What follows belongs to an exercise in optimizing a design on an open flow for small area and a short achievable clock period; a production flow would make more cautious choices. In this exercise RTL edits were held to simulation tests only and were not proved equivalent to the original.

## euler_ode_solver
module euler_ode_solver
(
  input  signed [17:0] k1, k13, k2, k23, km, km3, D1, D2,
  input  signed [17:0] init_v1, init_v2,
  input  signed [17:0] init_x1, init_x2,
  input                clk, reset,
  input          [3:0] dt,
  output signed [17:0] x1, x2
);
Size in the first run: roughly 260 I/O pins, ~0.11 mm² of cells after synthesis.
Settings: LEC_CHECK=0, CAP_MARGIN=20, CORE_MARGIN=2, CORE_UTILIZATION=55, SLEW_MARGIN=20; clock period 30.0 ns.
standard.sh (not shown) runs the stock make flow with config.mk's settings and CLKGATE_MAP_FILE= SYNTH_SCRIPT=/design/flow/synth_recipe.tcl, a recipe that flattens the netlist after the stock synthesis.
==> flow/flow/run.sh <==
#!/bin/bash
# Standard ORFS layout (standard.sh) with two changes to synthesis only:
#  * Yosys's generic synth skips its internal "abc -fast" (synth -noabc), so the
#    explicit adder trees of the RTL are not restructured before mapping;
#  * instances of the RTL's cell wrapper modules (fa_cell, ha_cell, a21oi_cell, ...:
#    plain gates with behavioural bodies) are mapped straight onto the same library cells
#    (flow/cells_map.v), right after elaboration.
# Everything else (flip-flop mapping, final abc, flattening, renaming, and all
# later steps) is the standard flow.
# Timing repair (after CTS and after global routing) aims for 20 ns of setup
# slack on the worst 10% of endpoints, so critical paths get upsized/buffered.
set -euo pipefail
here=$(pwd)
map="$here/flow/cells_map.v"
sed "0,/^hierarchy -check -top \$::env(DESIGN_NAME)\$/s||hierarchy -check -top \$::env(DESIGN_NAME)\ntechmap -map $map|" \
  "$FLOW_HOME/scripts/synth.tcl" > orfs_synth.tcl
grep -q "^techmap -map $map\$" orfs_synth.tcl
sed -e 's/^proc synth {args} { yosys synth -nofsm -noshare {\*}\$args }$/proc synth {args} { yosys synth -nofsm -noshare -noabc {*}$args }/' \
    -e "s|^source \$::env(SCRIPTS_DIR)/synth.tcl\$|source $here/orfs_synth.tcl|" synth_recipe.tcl > flow_synth.tcl
grep -q -- '-noabc' flow_synth.tcl
grep -q "^source $here/orfs_synth.tcl\$" flow_synth.tcl
bash standard.sh SYNTH_SCRIPT="$here/flow_synth.tcl" SETUP_SLACK_MARGIN=20 TNS_END_PERCENT=10 finish > flow_make.log 2>&1
test -f out/final.def
Other scripts of this flow, unchanged in this note and not shown: flow/flow/cells_map.v
The baseline ran to the end with no violations.
Rerun with:
--- a/flow/flow/run.sh
+++ b/flow/flow/run.sh
@@ -10,2 +10,2 @@
-# Timing repair (after CTS and after global routing) aims for 20 ns of setup
-# slack on the worst 10% of endpoints, so critical paths get upsized/buffered.
+# Timing repair (after CTS and after global routing) aims for 18 ns of setup
+# slack on the worst 5% of endpoints, so critical paths get upsized/buffered.
@@ -22 +22 @@
-bash standard.sh SYNTH_SCRIPT="$here/flow_synth.tcl" SETUP_SLACK_MARGIN=20 TNS_END_PERCENT=10 finish > flow_make.log 2>&1
+bash standard.sh SYNTH_SCRIPT="$here/flow_synth.tcl" SETUP_SLACK_MARGIN=18 TNS_END_PERCENT=5 finish > flow_make.log 2>&1
CAP_MARGIN = 0   (was 20)
CORE_UTILIZATION = 40   (was 55)
SLEW_MARGIN = 0   (was 20)
Result: Fmax came out higher by 0.33%. Global-route usage came out lower by 11 points. Routed wire length came out higher by 2.0%. Utilization came out lower by 17 points. Area after synthesis stays the same. First-iteration DRC count came out lower by 19%. Design area came out higher by 1.9%.
Rerun with:
CAP_MARGIN = 20   (was 0)
SLEW_MARGIN = 20   (was 0)
=> Cell area fell by 0.91%. Global-route usage rose by 0.18 points. Via count is about the same. Final cell count fell by 0.36%. Flip-flop and latch count does not change. Worst setup slack degrades by 0.020 ns. Worst hold slack is about the same. Routed wire length is about the same.
Rerun with:
CAP_MARGIN = 10   (was 20)
SLEW_MARGIN = 10   (was 20)
=> Sequential share of layout area is about the same; final cell count rose by 0.52%; routed wire length rose by 0.58%; setup slack gets worse by 0.10 ns; die area does not change; cell area rose by 1.3%; via count rose by 0.55%.

afterwards: timing with drivers on the ports:
How much do the figures lean on ideal ports? The routed layouts below were timed once more, with nothing changed but the port constraints.
Step 1, drivers: a clkbuf_16 drives clk and a buf_2 each remaining input, both assumed.
Step 2, shift: input delay + t, output delay - t, t = (earliest + latest rising clock arrival at the registers) / 2. This alone moves slack from input paths to output paths.
Slacks: ideal ports / drivers / drivers and shift; pairs: ideal ports / drivers.
run	t, ns	slack for setup (ns)	worst setup path at the end	latest minus earliest clock arrival (ns)	pins driven straight from the clock port
the first run	0.700	17.091 / 17.103 / 16.404	input to register	0.057 / 0.057	1
the second run	0.716	17.133 / 17.110 / 16.394	input to register	0.052 / 0.053	1
the third run	0.725	17.113 / 17.050 / 16.325	input to register	0.056 / 0.056	1
the fourth run	0.711	17.013 / 16.965 / 16.255	input to register	0.065 / 0.065	1
After both steps setup and hold are still met in every run listed. The setup slack of the third run, which loses most, moves by -0.063 ns with the drivers and by -0.788 ns with both steps.
